Context: an optimization exercise on an open-source flow, tuned for small area, a short achievable clock period and few clock cycles. The choices shown serve that exercise and are no tape-out recipe.
No run shown here included a check of the RTL's function; only the layout flow was run.

## flow/design.v (module list and top-level ports; edited modules follow where they fit)
// module fa1: 4 lines
// module ha1: 4 lines
// module add13: 3 lines
// module add12: 3 lines
// module cy8: 4 lines
// module omux8: 18 lines
// module fft8_top: 509 lines
module fft8_top #(
parameter N= 8,
parameter WIDTH= 12,
parameter FRACTION = 8
)(
input  wire clk,
input  wire rst,
input  wire start,
input  wire load,
input  wire [$clog2(N)-1:0] load_addr,
input  wire signed [WIDTH-1:0] data_in_re,
input  wire signed [WIDTH-1:0] data_in_im,
input  wire [$clog2(N)-1:0] out_addr,
output reg  done,
output reg  signed [WIDTH-1:0] data_out_re,
output reg  signed [WIDTH-1:0] data_out_im
);
  // ...
==> flow/flow/run.sh <==
#!/bin/bash
# Standard layout (the standard.sh: standard synthesis, floorplan, place,
# CTS, route, finish), with the timing repair asked to leave 8.0 ns of setup
# slack at the design's clock period.  The constraints are unchanged.
set -euo pipefail
bash standard.sh SETUP_SLACK_MARGIN=8.0 finish > standard_flow.log 2>&1
==> flow/standard.sh <==
#!/bin/bash
# synth_recipe.tcl (not shown) runs the flow's synth.tcl, then flattens the netlist and writes it again
# the make line also repeats each setting of config.mk as NAME=value (left out here)
make -C /OpenROAD-flow-scripts/flow DESIGN_CONFIG=/design/flow/config.mk WORK_HOME=/design/flow/orfs CLKGATE_MAP_FILE= SYNTH_SCRIPT=/design/flow/synth_recipe.tcl "${@:-finish}"
==> flow/config.mk <==
export PLATFORM = sky130hd
export DESIGN_NAME = fft8_top
export DESIGN_NICKNAME = fft8_top
export VERILOG_FILES = /design/flow/design.v
export SDC_FILE = /design/flow/constraint.sdc
export NUM_CORES = 4
export LEC_CHECK = 0
export CAP_MARGIN = 20
export CORE_MARGIN = 2
export CORE_UTILIZATION = 40
export SLEW_MARGIN = 20
export SYNTH_HIERARCHICAL = 1
export SYNTH_MINIMUM_KEEP_SIZE = 0
==> flow/constraint.sdc <==
create_clock -name core_clock -period 15.0 [get_ports {clk}]
set_input_delay 3.0000 -clock core_clock [delete_from_list [all_inputs] [get_ports {clk}]]
set_output_delay 3.0000 -clock core_clock [all_outputs]
set_load 0.01 [all_outputs]
==> impl_metrics.prom, run 1 <==
# TYPE chip_impl_metric gauge
chip_impl_metric{name="floorplan.initialDensity",unit=""} 0.403
chip_impl_metric{name="complex_gate_fraction_of_the_synthesized_area",unit=""} 0.0714
chip_impl_info{name="worstHoldEndpoint",value="acc[7][6]"} 1
chip_impl_info{name="layout.cells.most_common",value="sky130_fd_sc_hd__fa_1"} 1
chip_impl_metric{name="totalWireLength",unit="um"} 69100
chip_impl_info{name="synth.largest_area_cell",value="sky130_fd_sc_hd__fa_1"} 1
chip_impl_metric{name="grt.overflow.total",unit=""} 0
chip_impl_info{name="crit_end",value="data_out_re[4]"} 1
chip_impl_metric{name="first_global_vias",unit=""} 16500
chip_impl_metric{name="buffers_non_clock",unit=""} 112
chip_impl_metric{name="wl_met2",unit="um"} 32500
chip_impl_metric{name="placedCellCount",unit=""} 2734
chip_impl_metric{name="wl_per_cell",unit="um"} 24.5
chip_impl_metric{name="maxSlewViolCount",unit=""} 0
chip_impl_metric{name="comb.multi_input.count",unit=""} 1665
chip_impl_info{name="tritoncts",value="built"} 1
chip_impl_info{name="mostFrequentLayoutCells",value="304 x sky130_fd_sc_hd__fa_1, 244 x sky130_fd_sc_hd__and2_1, 200 x sky130_fd_sc_hd__dfxtp_1"} 1
chip_impl_info{name="status",value="timing/DRC/antenna clean"} 1
chip_impl_metric{name="clock_tree.buffer_depth",unit=""} 3
chip_impl_metric{name="port_buffers",unit=""} 58
chip_impl_metric{name="timing.final.crit_period",unit="ns"} 7.40
chip_impl_metric{name="area.share.sequential",unit=""} 0.169
chip_impl_info{name="worst_path_dominant_cell_family",value="multiplexers"} 1
chip_impl_info{name="crit_slowest_cell",value="sky130_fd_sc_hd__mux4_2"} 1
chip_impl_metric{name="synth.yosys.warnings",unit=""} 10
chip_impl_metric{name="finish.cell_count_without_fillers",unit=""} 2822
chip_impl_metric{name="hold_depth",unit=""} 2
chip_impl_metric{name="final_area",unit="um2"} 25100
chip_impl_metric{name="synth-edff-count",unit=""} 0
chip_impl_metric{name="synth.area.mux_share",unit=""} 0.137
chip_impl_metric{name="synth_adder_area_share",unit=""} 0.327
==> inputs of run 2 (changes only) <==
--- a/flow/design.v
+++ b/flow/design.v
@@ -2,19 +2,8 @@
     assign s  = a ^ b ^ c;
     assign co = (a & b) | (c & (a ^ b));
 endmodule
-module ha1 (input wire a, input wire b, output wire s, output wire co);
-    assign s  = a ^ b;
-    assign co = a & b;
-endmodule
-module add13 (input wire [12:0] a, input wire [12:0] b, input wire ci, output wire [12:0] s);
-    assign s = a + b + ci;
-endmodule
-module add12 (input wire [11:0] a, input wire [11:0] b, input wire ci, output wire [11:0] s);
-    assign s = a + b + ci;
-endmodule
-module cy8 (input wire [7:0] a, input wire [7:0] b, output wire co);
-    wire [8:0] t = a + b;
-    assign co = t[8];
+module gand (input wire a, input wire k, output wire y);
+    assign y = a & k;
 endmodule
 module omux8 (input wire d0, input wire d1, input wire d2, input wire d3,
               input wire d4, input wire d5, input wire d6, input wire d7,
@@ -34,6 +23,10 @@
     end
     assign y = r;
 endmodule
+module ha1 (input wire a, input wire b, output wire s, output wire co);
+    assign s  = a ^ b;
+    assign co = a & b;
+endmodule
 module fft8_top #(
 parameter N= 8,
 parameter WIDTH= 12,
@@ -104,7 +97,8 @@
 assign op[13] = bli; assign neg[13] = nc3i;
 assign op[14] = bhr; assign neg[14] = nc3r;
 assign op[15] = bhi; assign neg[15] = nc3i;
-wire [11:0] aa0 = acc[0] & {12{~clr}};
+wire keep = ~clr;
+wire [11:0] aa0; gand G0 [11:0] (.a(acc[0]), .k(keep), .y(aa0));
 wire [11:0] ob0 = op[0] ^ {12{neg[0]}};
 wire A0_s1, A0_c1; fa1 F1 (.a(aa0[0]), .b(ob0[0]), .c(neg[0]), .s(A0_s1), .co(A0_c1));
 wire A0_s2, A0_c2; fa1 F2 (.a(aa0[1]), .b(ob0[1]), .c(A0_c1), .s(A0_s2), .co(A0_c2));
@@ -120,7 +114,7 @@
 wire A0_s12, A0_c12; fa1 F12 (.a(aa0[11]), .b(ob0[11]), .c(A0_c11), .s(A0_s12), .co(A0_c12));
 assign nxt[0] = {A0_s12, A0_s11, A0_s10, A0_s9, A0_s8, A0_s7, A0_s6, A0_s5, A0_s4, A0_s3, A0_s2, A0_s1};
 assign npend[0] = A0_c6;
-wire [11:0] aa1 = acc[1] & {12{~clr}};
+wire [11:0] aa1; gand G1 [11:0] (.a(acc[1]), .k(keep), .y(aa1));
 wire [11:0] ob1 = op[1] ^ {12{neg[1]}};
 wire A1_s13, A1_c13; fa1 F13 (.a(aa1[0]), .b(ob1[0]), .c(neg[1]), .s(A1_s13), .co(A1_c13));
 wire A1_s14, A1_c14; fa1 F14 (.a(aa1[1]), .b(ob1[1]), .c(A1_c13), .s(A1_s14), .co(A1_c14));
@@ -136,7 +130,7 @@
 wire A1_s24, A1_c24; fa1 F24 (.a(aa1[11]), .b(ob1[11]), .c(A1_c23), .s(A1_s24), .co(A1_c24));
 assign nxt[1] = {A1_s24, A1_s23, A1_s22, A1_s21, A1_s20, A1_s19, A1_s18, A1_s17, A1_s16, A1_s15, A1_s14, A1_s13};
 assign npend[1] = A1_c18;
-wire [11:0] aa2 = acc[2] & {12{~clr}};
+wire [11:0] aa2; gand G2 [11:0] (.a(acc[2]), .k(keep), .y(aa2));
 wire [11:0] ob2 = op[2] ^ {12{neg[2]}};
 wire A2_s25, A2_c25; fa1 F25 (.a(aa2[0]), .b(ob2[0]), .c(neg[2]), .s(A2_s25), .co(A2_c25));
 wire A2_s26, A2_c26; fa1 F26 (.a(aa2[1]), .b(ob2[1]), .c(A2_c25), .s(A2_s26), .co(A2_c26));
@@ -152,7 +146,7 @@
 wire A2_s36, A2_c36; fa1 F36 (.a(aa2[11]), .b(ob2[11]), .c(A2_c35), .s(A2_s36), .co(A2_c36));
 assign nxt[2] = {A2_s36, A2_s35, A2_s34, A2_s33, A2_s32, A2_s31, A2_s30, A2_s29, A2_s28, A2_s27, A2_s26, A2_s25};
 assign npend[2] = A2_c30;
-wire [11:0] aa3 = acc[3] & {12{~clr}};
+wire [11:0] aa3; gand G3 [11:0] (.a(acc[3]), .k(keep), .y(aa3));
 wire [11:0] ob3 = op[3] ^ {12{neg[3]}};
 wire A3_s37, A3_c37; fa1 F37 (.a(aa3[0]), .b(ob3[0]), .c(neg[3]), .s(A3_s37), .co(A3_c37));
 wire A3_s38, A3_c38; fa1 F38 (.a(aa3[1]), .b(ob3[1]), .c(A3_c37), .s(A3_s38), .co(A3_c38));
@@ -168,7 +162,7 @@
 wire A3_s48, A3_c48; fa1 F48 (.a(aa3[11]), .b(ob3[11]), .c(A3_c47), .s(A3_s48), .co(A3_c48));
 assign nxt[3] = {A3_s48, A3_s47, A3_s46, A3_s45, A3_s44, A3_s43, A3_s42, A3_s41, A3_s40, A3_s39, A3_s38, A3_s37};
 assign npend[3] = A3_c42;
-wire [11:0] aa4 = acc[4] & {12{~clr}};
+wire [11:0] aa4; gand G4 [11:0] (.a(acc[4]), .k(keep), .y(aa4));
 wire [11:0] ob4 = op[4] ^ {12{neg[4]}};
 wire A4_s49, A4_c49; fa1 F49 (.a(aa4[0]), .b(ob4[0]), .c(neg[4]), .s(A4_s49), .co(A4_c49));
 wire A4_s50, A4_c50; fa1 F50 (.a(aa4[1]), .b(ob4[1]), .c(A4_c49), .s(A4_s50), .co(A4_c50));
@@ -184,7 +178,7 @@
 wire A4_s60, A4_c60; fa1 F60 (.a(aa4[11]), .b(ob4[11]), .c(A4_c59), .s(A4_s60), .co(A4_c60));
 assign nxt[4] = {A4_s60, A4_s59, A4_s58, A4_s57, A4_s56, A4_s55, A4_s54, A4_s53, A4_s52, A4_s51, A4_s50, A4_s49};
 assign npend[4] = A4_c54;
-wire [11:0] aa5 = acc[5] & {12{~clr}};
+wire [11:0] aa5; gand G5 [11:0] (.a(acc[5]), .k(keep), .y(aa5));
 wire [11:0] ob5 = op[5] ^ {12{neg[5]}};
 wire A5_s61, A5_c61; fa1 F61 (.a(aa5[0]), .b(ob5[0]), .c(neg[5]), .s(A5_s61), .co(A5_c61));
 wire A5_s62, A5_c62; fa1 F62 (.a(aa5[1]), .b(ob5[1]), .c(A5_c61), .s(A5_s62), .co(A5_c62));
@@ -200,7 +194,7 @@
 wire A5_s72, A5_c72; fa1 F72 (.a(aa5[11]), .b(ob5[11]), .c(A5_c71), .s(A5_s72), .co(A5_c72));
 assign nxt[5] = {A5_s72, A5_s71, A5_s70, A5_s69, A5_s68, A5_s67, A5_s66, A5_s65, A5_s64, A5_s63, A5_s62, A5_s61};
 assign npend[5] = A5_c66;
-wire [11:0] aa6 = acc[6] & {12{~clr}};
+wire [11:0] aa6; gand G6 [11:0] (.a(acc[6]), .k(keep), .y(aa6));
 wire [11:0] ob6 = op[6] ^ {12{neg[6]}};
 wire A6_s73, A6_c73; fa1 F73 (.a(aa6[0]), .b(ob6[0]), .c(neg[6]), .s(A6_s73), .co(A6_c73));
 wire A6_s74, A6_c74; fa1 F74 (.a(aa6[1]), .b(ob6[1]), .c(A6_c73), .s(A6_s74), .co(A6_c74));
@@ -216,7 +210,7 @@
 wire A6_s84, A6_c84; fa1 F84 (.a(aa6[11]), .b(ob6[11]), .c(A6_c83), .s(A6_s84), .co(A6_c84));
 assign nxt[6] = {A6_s84, A6_s83, A6_s82, A6_s81, A6_s80, A6_s79, A6_s78, A6_s77, A6_s76, A6_s75, A6_s74, A6_s73};
 assign npend[6] = A6_c78;
-wire [11:0] aa7 = acc[7] & {12{~clr}};
+wire [11:0] aa7; gand G7 [11:0] (.a(acc[7]), .k(keep), .y(aa7));
 wire [11:0] ob7 = op[7] ^ {12{neg[7]}};
 wire A7_s85, A7_c85; fa1 F85 (.a(aa7[0]), .b(ob7[0]), .c(neg[7]), .s(A7_s85), .co(A7_c85));
 wire A7_s86, A7_c86; fa1 F86 (.a(aa7[1]), .b(ob7[1]), .c(A7_c85), .s(A7_s86), .co(A7_c86));
@@ -232,7 +226,7 @@
 wire A7_s96, A7_c96; fa1 F96 (.a(aa7[11]), .b(ob7[11]), .c(A7_c95), .s(A7_s96), .co(A7_c96));
 assign nxt[7] = {A7_s96, A7_s95, A7_s94, A7_s93, A7_s92, A7_s91, A7_s90, A7_s89, A7_s88, A7_s87, A7_s86, A7_s85};
 assign npend[7] = A7_c90;
-wire [11:0] aa8 = acc[8] & {12{~clr}};
+wire [11:0] aa8; gand G8 [11:0] (.a(acc[8]), .k(keep), .y(aa8));
 wire [11:0] ob8 = op[8] ^ {12{neg[8]}};
 wire A8_s97, A8_c97; fa1 F97 (.a(aa8[0]), .b(ob8[0]), .c(neg[8]), .s(A8_s97), .co(A8_c97));
 wire A8_s98, A8_c98; fa1 F98 (.a(aa8[1]), .b(ob8[1]), .c(A8_c97), .s(A8_s98), .co(A8_c98));
@@ -248,7 +242,7 @@
 wire A8_s108, A8_c108; fa1 F108 (.a(aa8[11]), .b(ob8[11]), .c(A8_c107), .s(A8_s108), .co(A8_c108));
 assign nxt[8] = {A8_s108, A8_s107, A8_s106, A8_s105, A8_s104, A8_s103, A8_s102, A8_s101, A8_s100, A8_s99, A8_s98, A8_s97};
 assign npend[8] = A8_c102;
-wire [11:0] aa9 = acc[9] & {12{~clr}};
+wire [11:0] aa9; gand G9 [11:0] (.a(acc[9]), .k(keep), .y(aa9));
 wire [11:0] ob9 = op[9] ^ {12{neg[9]}};
 wire A9_s109, A9_c109; fa1 F109 (.a(aa9[0]), .b(ob9[0]), .c(neg[9]), .s(A9_s109), .co(A9_c109));
 wire A9_s110, A9_c110; fa1 F110 (.a(aa9[1]), .b(ob9[1]), .c(A9_c109), .s(A9_s110), .co(A9_c110));
@@ -264,7 +258,7 @@
 wire A9_s120, A9_c120; fa1 F120 (.a(aa9[11]), .b(ob9[11]), .c(A9_c119), .s(A9_s120), .co(A9_c120));
 assign nxt[9] = {A9_s120, A9_s119, A9_s118, A9_s117, A9_s116, A9_s115, A9_s114, A9_s113, A9_s112, A9_s111, A9_s110, A9_s109};
 assign npend[9] = A9_c114;
-wire [11:0] aa10 = acc[10] & {12{~clr}};
+wire [11:0] aa10; gand G10 [11:0] (.a(acc[10]), .k(keep), .y(aa10));
 wire [11:0] ob10 = op[10] ^ {12{neg[10]}};
 wire A10_s121, A10_c121; fa1 F121 (.a(aa10[0]), .b(ob10[0]), .c(neg[10]), .s(A10_s121), .co(A10_c121));
 wire A10_s122, A10_c122; fa1 F122 (.a(aa10[1]), .b(ob10[1]), .c(A10_c121), .s(A10_s122), .co(A10_c122));
@@ -280,7 +274,7 @@
 wire A10_s132, A10_c132; fa1 F132 (.a(aa10[11]), .b(ob10[11]), .c(A10_c131), .s(A10_s132), .co(A10_c132));
 assign nxt[10] = {A10_s132, A10_s131, A10_s130, A10_s129, A10_s128, A10_s127, A10_s126, A10_s125, A10_s124, A10_s123, A10_s122, A10_s121};
 assign npend[10] = A10_c126;
-wire [11:0] aa11 = acc[11] & {12{~clr}};
+wire [11:0] aa11; gand G11 [11:0] (.a(acc[11]), .k(keep), .y(aa11));
 wire [11:0] ob11 = op[11] ^ {12{neg[11]}};
 wire A11_s133, A11_c133; fa1 F133 (.a(aa11[0]), .b(ob11[0]), .c(neg[11]), .s(A11_s133), .co(A11_c133));
 wire A11_s134, A11_c134; fa1 F134 (.a(aa11[1]), .b(ob11[1]), .c(A11_c133), .s(A11_s134), .co(A11_c134));
@@ -296,7 +290,7 @@
 wire A11_s144, A11_c144; fa1 F144 (.a(aa11[11]), .b(ob11[11]), .c(A11_c143), .s(A11_s144), .co(A11_c144));
 assign nxt[11] = {A11_s144, A11_s143, A11_s142, A11_s141, A11_s140, A11_s139, A11_s138, A11_s137, A11_s136, A11_s135, A11_s134, A11_s133};
 assign npend[11] = A11_c138;
-wire [11:0] aa12 = acc[12] & {12{~clr}};
+wire [11:0] aa12; gand G12 [11:0] (.a(acc[12]), .k(keep), .y(aa12));
 wire [11:0] ob12 = op[12] ^ {12{neg[12]}};
 wire A12_s145, A12_c145; fa1 F145 (.a(aa12[0]), .b(ob12[0]), .c(neg[12]), .s(A12_s145), .co(A12_c145));
 wire A12_s146, A12_c146; fa1 F146 (.a(aa12[1]), .b(ob12[1]), .c(A12_c145), .s(A12_s146), .co(A12_c146));
@@ -312,7 +306,7 @@
 wire A12_s156, A12_c156; fa1 F156 (.a(aa12[11]), .b(ob12[11]), .c(A12_c155), .s(A12_s156), .co(A12_c156));
 assign nxt[12] = {A12_s156, A12_s155, A12_s154, A12_s153, A12_s152, A12_s151, A12_s150, A12_s149, A12_s148, A12_s147, A12_s146, A12_s145};
 assign npend[12] = A12_c150;
-wire [11:0] aa13 = acc[13] & {12{~clr}};
+wire [11:0] aa13; gand G13 [11:0] (.a(acc[13]), .k(keep), .y(aa13));
 wire [11:0] ob13 = op[13] ^ {12{neg[13]}};
 wire A13_s157, A13_c157; fa1 F157 (.a(aa13[0]), .b(ob13[0]), .c(neg[13]), .s(A13_s157), .co(A13_c157));
 wire A13_s158, A13_c158; fa1 F158 (.a(aa13[1]), .b(ob13[1]), .c(A13_c157), .s(A13_s158), .co(A13_c158));
@@ -328,7 +322,7 @@
 wire A13_s168, A13_c168; fa1 F168 (.a(aa13[11]), .b(ob13[11]), .c(A13_c167), .s(A13_s168), .co(A13_c168));
 assign nxt[13] = {A13_s168, A13_s167, A13_s166, A13_s165, A13_s164, A13_s163, A13_s162, A13_s161, A13_s160, A13_s159, A13_s158, A13_s157};
 assign npend[13] = A13_c162;
-wire [11:0] aa14 = acc[14] & {12{~clr}};
+wire [11:0] aa14; gand G14 [11:0] (.a(acc[14]), .k(keep), .y(aa14));
 wire [11:0] ob14 = op[14] ^ {12{neg[14]}};
 wire A14_s169, A14_c169; fa1 F169 (.a(aa14[0]), .b(ob14[0]), .c(neg[14]), .s(A14_s169), .co(A14_c169));
 wire A14_s170, A14_c170; fa1 F170 (.a(aa14[1]), .b(ob14[1]), .c(A14_c169), .s(A14_s170), .co(A14_c170));
@@ -344,7 +338,7 @@
 wire A14_s180, A14_c180; fa1 F180 (.a(aa14[11]), .b(ob14[11]), .c(A14_c179), .s(A14_s180), .co(A14_c180));
 assign nxt[14] = {A14_s180, A14_s179, A14_s178, A14_s177, A14_s176, A14_s175, A14_s174, A14_s173, A14_s172, A14_s171, A14_s170, A14_s169};
 assign npend[14] = A14_c174;
-wire [11:0] aa15 = acc[15] & {12{~clr}};
+wire [11:0] aa15; gand G15 [11:0] (.a(acc[15]), .k(keep), .y(aa15));
 wire [11:0] ob15 = op[15] ^ {12{neg[15]}};
 wire A15_s181, A15_c181; fa1 F181 (.a(aa15[0]), .b(ob15[0]), .c(neg[15]), .s(A15_s181), .co(A15_c181));
 wire A15_s182, A15_c182; fa1 F182 (.a(aa15[1]), .b(ob15[1]), .c(A15_c181), .s(A15_s182), .co(A15_c182));
@@ -368,9 +362,8 @@
 wire [11:0] vr = {acc[10][11:6] ^ vr_c, acc[10][5:0]};
 wire [5:0] vi_c = {pend[11] & (&acc[11][10:6]), pend[11] & (&acc[11][9:6]), pend[11] & (&acc[11][8:6]), pend[11] & (&acc[11][7:6]), pend[11] & acc[11][6], pend[11]};
 wire [11:0] vi = {acc[11][11:6] ^ vi_c, acc[11][5:0]};
-wire [12:0] S, D;
-add13 AS (.a({vr[11], vr}), .b({vi[11], vi}), .ci(1'b0), .s(S));
-add13 AD (.a(~{vr[11], vr}), .b({vi[11], vi}), .ci(1'b1), .s(D));
+wire [12:0] S = {vr[11], vr} + {vi[11], vi};
+wire [12:0] D = {vi[11], vi} - {vr[11], vr};
 wire adjS = ph1 & (|S[7:0]);
 wire adjD = ph1 & (|D[7:0]);
 wire TS_hs1, TS_hc1; ha1 H1 (.a(S[7]), .b(S[5]), .s(TS_hs1), .co(TS_hc1));
@@ -406,7 +399,8 @@
 wire TS_s220, TS_c220; fa1 F220 (.a(TS_c208), .b(S[11]), .c(S[9]), .s(TS_s220), .co(TS_c220));
 wire [19:0] Sr0 = {1'b0, S[11], TS_c220, TS_c219, TS_c218, TS_c217, TS_c216, TS_c215, TS_c214, TS_c213, TS_c212, TS_c211, TS_c210, TS_c209, TS_hc3, TS_hs3, S[3], S[2], S[1], S[0]};
 wire [19:0] Sr1 = {1'b0, S[12], S[10], TS_s220, TS_s219, TS_s218, TS_s217, TS_s216, TS_s215, TS_s214, TS_s213, TS_s212, TS_s211, TS_s210, TS_s209, S[0], S[1], S[0], 1'b0, 1'b0};
-wire Sc8; cy8 LS (.a(Sr0[7:0]), .b(Sr1[7:0]), .co(Sc8));
+wire [8:0] Slo = Sr0[7:0] + Sr1[7:0];
+wire Sc8 = Slo[8];
 wire [11:0] Sh0 = Sr0[19:8], Sh1 = Sr1[19:8];
 wire [11:0] Sn0 = ~Sh0, Sn1 = ~Sh1;
 wire CSa_s221, CSa_c221; fa1 F221 (.a(ur[0]), .b(Sh0[0]), .c(Sh1[0]), .s(CSa_s221), .co(CSa_c221));
@@ -437,9 +431,8 @@
 wire [11:0] Sac = {CSa_c241, CSa_c239, CSa_c237, CSa_c235, CSa_c233, CSa_c231, CSa_c229, CSa_c227, CSa_c225, CSa_c223, CSa_c221, adjS};
 wire [11:0] Sbs = {CSb_s244, CSb_s242, CSb_s240, CSb_s238, CSb_s236, CSb_s234, CSb_s232, CSb_s230, CSb_s228, CSb_s226, CSb_s224, CSb_s222};
 wire [11:0] Sbc = {CSb_c242, CSb_c240, CSb_c238, CSb_c236, CSb_c234, CSb_c232, CSb_c230, CSb_c228, CSb_c226, CSb_c224, CSb_c222, ~adjS};
-wire [11:0] tar, tbr;
-add12 FAS (.a(Sas), .b(Sac), .ci(Sc8), .s(tar));
-add12 FBS (.a(Sbs), .b(Sbc), .ci(!Sc8), .s(tbr));
+wire [11:0] tar = Sas + Sac + Sc8;
+wire [11:0] tbr = Sbs + Sbc + !Sc8;
 wire TD_hs4, TD_hc4; ha1 H4 (.a(D[7]), .b(D[5]), .s(TD_hs4), .co(TD_hc4));
 wire TD_s245, TD_c245; fa1 F245 (.a(D[8]), .b(D[6]), .c(D[4]), .s(TD_s245), .co(TD_c245));
 wire TD_s246, TD_c246; fa1 F246 (.a(D[9]), .b(D[7]), .c(D[5]), .s(TD_s246), .co(TD_c246));
@@ -473,7 +466,8 @@
 wire TD_s272, TD_c272; fa1 F272 (.a(TD_c260), .b(D[11]), .c(D[9]), .s(TD_s272), .co(TD_c272));
 wire [19:0] Dr0 = {1'b0, D[11], TD_c272, TD_c271, TD_c270, TD_c269, TD_c268, TD_c267, TD_c266, TD_c265, TD_c264, TD_c263, TD_c262, TD_c261, TD_hc6, TD_hs6, D[3], D[2], D[1], D[0]};
 wire [19:0] Dr1 = {1'b0, D[12], D[10], TD_s272, TD_s271, TD_s270, TD_s269, TD_s268, TD_s267, TD_s266, TD_s265, TD_s264, TD_s263, TD_s262, TD_s261, D[0], D[1], D[0], 1'b0, 1'b0};
-wire Dc8; cy8 LD (.a(Dr0[7:0]), .b(Dr1[7:0]), .co(Dc8));
+wire [8:0] Dlo = Dr0[7:0] + Dr1[7:0];
+wire Dc8 = Dlo[8];
 wire [11:0] Dh0 = Dr0[19:8], Dh1 = Dr1[19:8];
 wire [11:0] Dn0 = ~Dh0, Dn1 = ~Dh1;
 wire CDa_s273, CDa_c273; fa1 F273 (.a(ui[0]), .b(Dh0[0]), .c(Dh1[0]), .s(CDa_s273), .co(CDa_c273));
@@ -504,23 +498,17 @@
 wire [11:0] Dac = {CDa_c293, CDa_c291, CDa_c289, CDa_c287, CDa_c285, CDa_c283, CDa_c281, CDa_c279, CDa_c277, CDa_c275, CDa_c273, adjD};
 wire [11:0] Dbs = {CDb_s296, CDb_s294, CDb_s292, CDb_s290, CDb_s288, CDb_s286, CDb_s284, CDb_s282, CDb_s280, CDb_s278, CDb_s276, CDb_s274};
 wire [11:0] Dbc = {CDb_c294, CDb_c292, CDb_c290, CDb_c288, CDb_c286, CDb_c284, CDb_c282, CDb_c280, CDb_c278, CDb_c276, CDb_c274, ~adjD};
-wire [11:0] tai, tbi;
-add12 FAD (.a(Das), .b(Dac), .ci(Dc8), .s(tai));
-add12 FBD (.a(Dbs), .b(Dbc), .ci(!Dc8), .s(tbi));
+wire [11:0] tai = Das + Dac + Dc8;
+wire [11:0] tbi = Dbs + Dbc + !Dc8;
 always @(posedge clk) begin
     pend <= npend;
     acc[0] <= nxt[0]; acc[1] <= nxt[1]; acc[2] <= nxt[2]; acc[3] <= nxt[3];
     acc[4] <= nxt[4]; acc[5] <= nxt[5]; acc[6] <= nxt[6]; acc[7] <= nxt[7];
-    if (start) begin
-        acc[12] <= tar;     acc[13] <= tai;
-        acc[14] <= tbr;     acc[15] <= tbi;
+    if (start | ph1) begin
         acc[8]  <= nxt[13]; acc[9]  <= nxt[12];
         acc[10] <= nxt[15]; acc[11] <= nxt[14];
-    end else if (ph1) begin
-        acc[8]  <= tbi;     acc[9]  <= tbr;
-        acc[10] <= tai;     acc[11] <= tar;
-        acc[12] <= nxt[12]; acc[13] <= nxt[13];
-        acc[14] <= nxt[14]; acc[15] <= nxt[15];
+        acc[12] <= tai;     acc[13] <= tar;
+        acc[14] <= tbi;     acc[15] <= tbr;
     end else begin
         acc[8]  <= nxt[8];  acc[9]  <= nxt[9];
         acc[10] <= nxt[10]; acc[11] <= nxt[11];
@@ -529,15 +517,10 @@
     end
 end
 wire [11:0] ore, oim;
-genvar gi;
-generate for (gi = 0; gi < 12; gi = gi + 1) begin : om
-    omux8 OR_ (.d0(acc[0][gi]), .d1(acc[12][gi]), .d2(acc[2][gi]), .d3(acc[8][gi]),
-               .d4(acc[4][gi]), .d5(acc[14][gi]), .d6(acc[6][gi]), .d7(acc[10][gi]),
-               .s(out_addr), .y(ore[gi]));
-    omux8 OI_ (.d0(acc[1][gi]), .d1(acc[13][gi]), .d2(acc[3][gi]), .d3(acc[9][gi]),
-               .d4(acc[5][gi]), .d5(acc[15][gi]), .d6(acc[7][gi]), .d7(acc[11][gi]),
-               .s(out_addr), .y(oim[gi]));
-end endgenerate
+omux8 OR_ [11:0] (.d0(acc[0]), .d1(acc[8]),  .d2(acc[2]), .d3(acc[14]),
+                  .d4(acc[4]), .d5(acc[10]), .d6(acc[6]), .d7(acc[12]), .s(out_addr), .y(ore));
+omux8 OI_ [11:0] (.d0(acc[1]), .d1(acc[9]),  .d2(acc[3]), .d3(acc[15]),
+                  .d4(acc[5]), .d5(acc[11]), .d6(acc[7]), .d7(acc[13]), .s(out_addr), .y(oim));
 always @(*) begin
     data_out_re = ore;
     data_out_im = oim;
==> flow/flow/run.sh (replaced) <==
#!/bin/bash
# Standard layout (the standard.sh: standard synthesis, floorplan, place,
# CTS, route, finish), with the timing repair asked to leave 7.75 ns of setup
# slack at the design's clock period.  The constraints are unchanged.
set -euo pipefail
bash standard.sh SETUP_SLACK_MARGIN=7.75 finish > standard_flow.log 2>&1
--- a/flow/config.mk
+++ b/flow/config.mk
@@ -5,9 +5,10 @@
 export SDC_FILE = /design/flow/constraint.sdc
 export NUM_CORES = 4
 export LEC_CHECK = 0
+export ABC_AREA = 1
 export CAP_MARGIN = 20
 export CORE_MARGIN = 2
-export CORE_UTILIZATION = 40
+export CORE_UTILIZATION = 35
 export SLEW_MARGIN = 20
 export SYNTH_HIERARCHICAL = 1
 export SYNTH_MINIMUM_KEEP_SIZE = 0
==> impl_metrics.prom, run 2 <==
# TYPE chip_impl_metric gauge
chip_impl_metric{name="post_synth_inst_count",unit=""} 2865
chip_impl_metric{name="netlist_area",unit="um2"} 21600
chip_impl_info{name="synth.largest_area_cell",value="sky130_fd_sc_hd__fa_1"} 1
chip_impl_info{name="grt_setup_unrepaired",value="true"} 1
chip_impl_metric{name="synth-edff-count",unit=""} 0
chip_impl_metric{name="totalWireLength",unit="um"} 64300
chip_impl_metric{name="die_area",unit="um2"} 63800
chip_impl_metric{name="grt_start_max_net_pins",unit=""} 87
chip_impl_info{name="crit_slowest_cell",value="sky130_fd_sc_hd__bufbuf_16"} 1
chip_impl_metric{name="globalRouteTotalUtil",unit=""} 0.205
chip_impl_metric{name="setup_total_negative_slack",unit="ns"} 0
chip_impl_info{name="largestRegisters",value="acc: 192 flops, pend: 16 flops"} 1
chip_impl_metric{name="critical_path_peak_fanout",unit=""} 17
chip_impl_metric{name="async_set_or_reset_register_ratio_after_synthesis",unit=""} 0.0142
chip_impl_metric{name="grt_antenna_before_repair",unit=""} 0
chip_impl_info{name="worst-setup-path-type",value="input pin to primary output"} 1
chip_impl_metric{name="drt_iter0_markers",unit=""} 1425
chip_impl_metric{name="detail_route.first_pass.iterations",unit=""} 6
chip_impl_metric{name="grt_pass1_wl",unit="um"} 101000
chip_impl_metric{name="synth.yosys.warnings",unit=""} 9
chip_impl_info{name="largest-register",value="acc"} 1
chip_impl_metric{name="critical_path_required",unit="ns"} 12.00
chip_impl_metric{name="hold_viol",unit=""} 0
chip_impl_info{name="post-synth-top-count-cell",value="sky130_fd_sc_hd__nand2_1"} 1
chip_impl_metric{name="detail_route.vias_per_cell",unit=""} 4.80
chip_impl_metric{name="num_antenna_cells",unit=""} 0
chip_impl_metric{name="maximum_clock_frequency",unit="MHz"} 139
chip_impl_metric{name="synth-seq-area-share",unit=""} 0.196
chip_impl_metric{name="detailroute.via_count",unit=""} 17900
chip_impl_metric{name="postSynthAreaPerCell",unit="um2"} 7.55
chip_impl_metric{name="cts.sinks",unit=""} 211
chip_impl_metric{name="hold_depth",unit=""} 0
chip_impl_metric{name="yosys_top_cell_area_share",unit=""} 0.283
chip_impl_metric{name="yosys_register_bits",unit=""} 211
chip_impl_metric{name="maxSlewViolCount",unit=""} 0
chip_impl_metric{name="drv_cap",unit=""} 0
chip_impl_metric{name="num_rows",unit=""} 91
chip_impl_info{name="tritoncts",value="built"} 1
chip_impl_info{name="worst_hold_path_type",value="flip-flop to flip-flop"} 1
chip_impl_metric{name="cts_htree_levels",unit=""} 1
chip_impl_metric{name="grt.overflow.total",unit=""} 0
chip_impl_metric{name="remaining_drc_errors",unit=""} 0
chip_impl_info{name="cts_root_buffer",value="sky130_fd_sc_hd__clkbuf_16"} 1
chip_impl_metric{name="design.final.nets",unit=""} 3354
chip_impl_metric{name="worst_r2r_path_depth",unit=""} 23
chip_impl_metric{name="relSlewSlack",unit=""} 0.319
chip_impl_metric{name="setup_ws",unit="ns"} 7.81
chip_impl_metric{name="path_depth",unit=""} 8
chip_impl_info{name="worst_path_dominant_cell_family",value="buffers and inverters"} 1
chip_impl_metric{name="timing.critical_path.arrival",unit="ns"} 4.19
chip_impl_metric{name="die_h",unit="um"} 253
chip_impl_info{name="synthFlopType",value="sky130_fd_sc_hd__dfxtp_1"} 1
chip_impl_metric{name="first_global_vias",unit=""} 17700
chip_impl_metric{name="timing.clock.skew",unit="ns"} 0.0162
chip_impl_metric{name="floorplan.initialDensity",unit=""} 0.352
chip_impl_metric{name="hpwl",unit="um"} 49400
chip_impl_metric{name="syn_to_final_growth",unit="%"} 12.7
chip_impl_metric{name="timing.final.crit_period",unit="ns"} 7.19
chip_impl_metric{name="design.core.area",unit="um2"} 61400
chip_impl_info{name="endpoint_kind",value="primary output"} 1
chip_impl_metric{name="fill_cells",unit=""} 6264
chip_impl_metric{name="port_buffers",unit=""} 58
chip_impl_metric{name="timing.final.crit_share",unit=""} 0.480
chip_impl_info{name="netlist_top_cells_count",value="903 x sky130_fd_sc_hd__nand2_1, 491 x sky130_fd_sc_hd__inv_1, 306 x sky130_fd_sc_hd__fa_1"} 1
chip_impl_metric{name="delay_of_the_slowest_critical_path_stage",unit="ns"} 0.32
chip_impl_info{name="status",value="timing/DRC/antenna clean"} 1
chip_impl_metric{name="post-route-util",unit=""} 0.397
chip_impl_metric{name="clk_transition_reported_paths",unit="ns"} 0.07
chip_impl_metric{name="io_pins",unit=""} 59
chip_impl_metric{name="cts_inserted_buffers",unit=""} 25
chip_impl_metric{name="clock_tree.buffer_depth",unit=""} 3
chip_impl_metric{name="wl_per_cell",unit="um"} 17.2
chip_impl_metric{name="clock_latency_at_the_later_pin_of_the_worst_skew_pair",unit="ns"} 0.55
chip_impl_metric{name="layout-drive-gt1-share",unit=""} 0.0417
chip_impl_info{name="critPathLaunchType",value="input pin"} 1
chip_impl_metric{name="setup-violations-final",unit=""} 0
chip_impl_info{name="crit_chain",value="buf_16 > bufbuf_16 > inv_2 > nand2_1 > nand3_1 > nand3_1 > nand2_1 > dlygate4sd2_1"} 1
chip_impl_info{name="post_synth_main_area_contributors",value="sky130_fd_sc_hd__fa_1 28%, sky130_fd_sc_hd__dfxtp_1 19%, sky130_fd_sc_hd__nand2_1 16%, sky130_fd_sc_hd__inv_1 8.5%, sky130_fd_sc_hd__xor2_1 5.8%"} 1
chip_impl_info{name="layout.cells.most_common",value="sky130_fd_sc_hd__nand2_1"} 1
chip_impl_metric{name="largest_register_ffs",unit=""} 192
chip_impl_metric{name="cp.buffers_inverters",unit=""} 4
chip_impl_metric{name="die_width",unit="um"} 253
chip_impl_metric{name="tightest_slew",unit="ns"} 1.02
chip_impl_metric{name="count_of_distinct_cell_types_in_the_synthesized_netlist",unit=""} 41
chip_impl_metric{name="ant_nets",unit=""} 0
chip_impl_metric{name="preCtsSetupSlack",unit="ns"} 6.64
chip_impl_info{name="mostFrequentLayoutCells",value="902 x sky130_fd_sc_hd__nand2_1, 491 x sky130_fd_sc_hd__inv_1, 306 x sky130_fd_sc_hd__fa_1"} 1
chip_impl_metric{name="routability_congestion",unit=""} 0.899
run 2: cell count changes in the layout (fill, tap and decap cells not counted), sizes merged, moves of 51 or more:
| cell | previous run | this run |
|---|---|---|
| and2 | 244 | 2 |
| mux2 | 72 | 0 |
| nand3 | 29 | 233 |
| inv | 83 | 522 |
| xor2 | 32 | 142 |
| o21ai | 82 | 160 |
| nand2 | 73 | 905 |
| nand2b | 51 | 0 |
| mux2i | 96 | 0 |
| xnor2 | 174 | 34 |
run 2: area by class of cell:
cell class              instances  area [um2]  share of cell area
repair buffers                 90        1120              0.0461
clock inverters                13         153             0.00627
flip-flops and latches        211        4240               0.174
multi-input cells            2079       15200               0.625
well taps                     790         988              0.0406
inverters                     522        1960              0.0806
clock buffers                  32         672              0.0276
run 2: final timing paths:
kind | startpoint | to | slack (ns)
max | out_addr[0] | data_out_im[8] | 7.81
min | ph1 | done | 0.56
max reg2reg | acc[10][6] | acc[12][8] | 8.22
min reg2reg | ph1 | done | 0.56
max in group asynchronous | rst | fresh | 12.11
min in group asynchronous | rst | done | 2.65
run 2: through the flow:
stage / instances / area, um2 / hold slack, ns
after CTS: 3729 / 24100 / 0.584
after floorplan: 2873 / 21700 / 0.403
final: 3737 / 24400 / 0.564
after global routing: 3737 / 24400 / 0.590
after detailed placement: 3676 / 23000 / 0.562
after global placement: 3676 / 23000 / 0.560
run 2: metal layers:
layer / wire length, um / part of all wire / track usage / vias to the layer above
li1: - / - / - / 8791
met1: 28300 / 0.44 / 0.280 / 8482
met2: 30400 / 0.47 / 0.343 / 550
met3: 3500 / 0.054 / 0.0209 / 103
met4: 2040 / 0.032 / 0.0580 / 0
met5: 0 / 0 / 0 / -
run 2: logic make-up after synthesis:
kind of cell	count (synthesis)	synth area share
flops	211	0.196
simple gates	1270	0.237
xor+xnor	176	0.0713
compound gates	231	0.0571
fa+ha+maj	391	0.333
other cells	2	0.000347
buf+inv	584	0.105
run 2: Yosys stat by module, one instance, submodules excluded:
module | cells | flops+latches | area (um2) | times used
omux8 | 18 | 0 | 75.1 | 24
gand | 2 | 0 | 7.51 | 192
fft8_top | 1747 | 211 | 12400 | 1
fa1 | 1 | 0 | 20.0 | 296
ha1 | 1 | 0 | 12.5 | 6
run 2: what timing repair did:
item                                    CTS  global route
gates resized for setup                  35            34
buffers inserted                          1             6
pin swaps                                 1             0
gates cloned                              7             2
endpoints found under the setup margin   40            63
endpoints found under the hold margin     0             0
hold buffers                              0             0

[afterwards: timing with drivers on the ports]
The results above use ideal ports. As a check the final layouts listed here were re-extracted and re-timed, cells and wires unchanged. Step 1: set_driving_cell puts a clkbuf_16 on clk and a buf_2 on each other input, an assumption about the parent block. Step 2, shift: input delay + t, output delay - t, t = (earliest + latest rising clock arrival at the registers) / 2. This alone moves slack from input paths to output paths. Slacks: ideal ports / drivers / drivers and shift; pairs: ideal ports / drivers.
run | t, ns | slack for setup (ns) | slew at the worst register clock pin (ns)
run 1 | 0.615 | 7.597 / 7.500 / 7.500 | 0.07 / 0.07
run 2 | 0.601 | 7.806 / 7.582 / 7.293 | 0.07 / 0.07
After both steps every run listed still meets setup and hold. For run 2, which loses most, drivers alone change the setup slack by -0.224 ns; drivers and shift together by -0.513 ns.
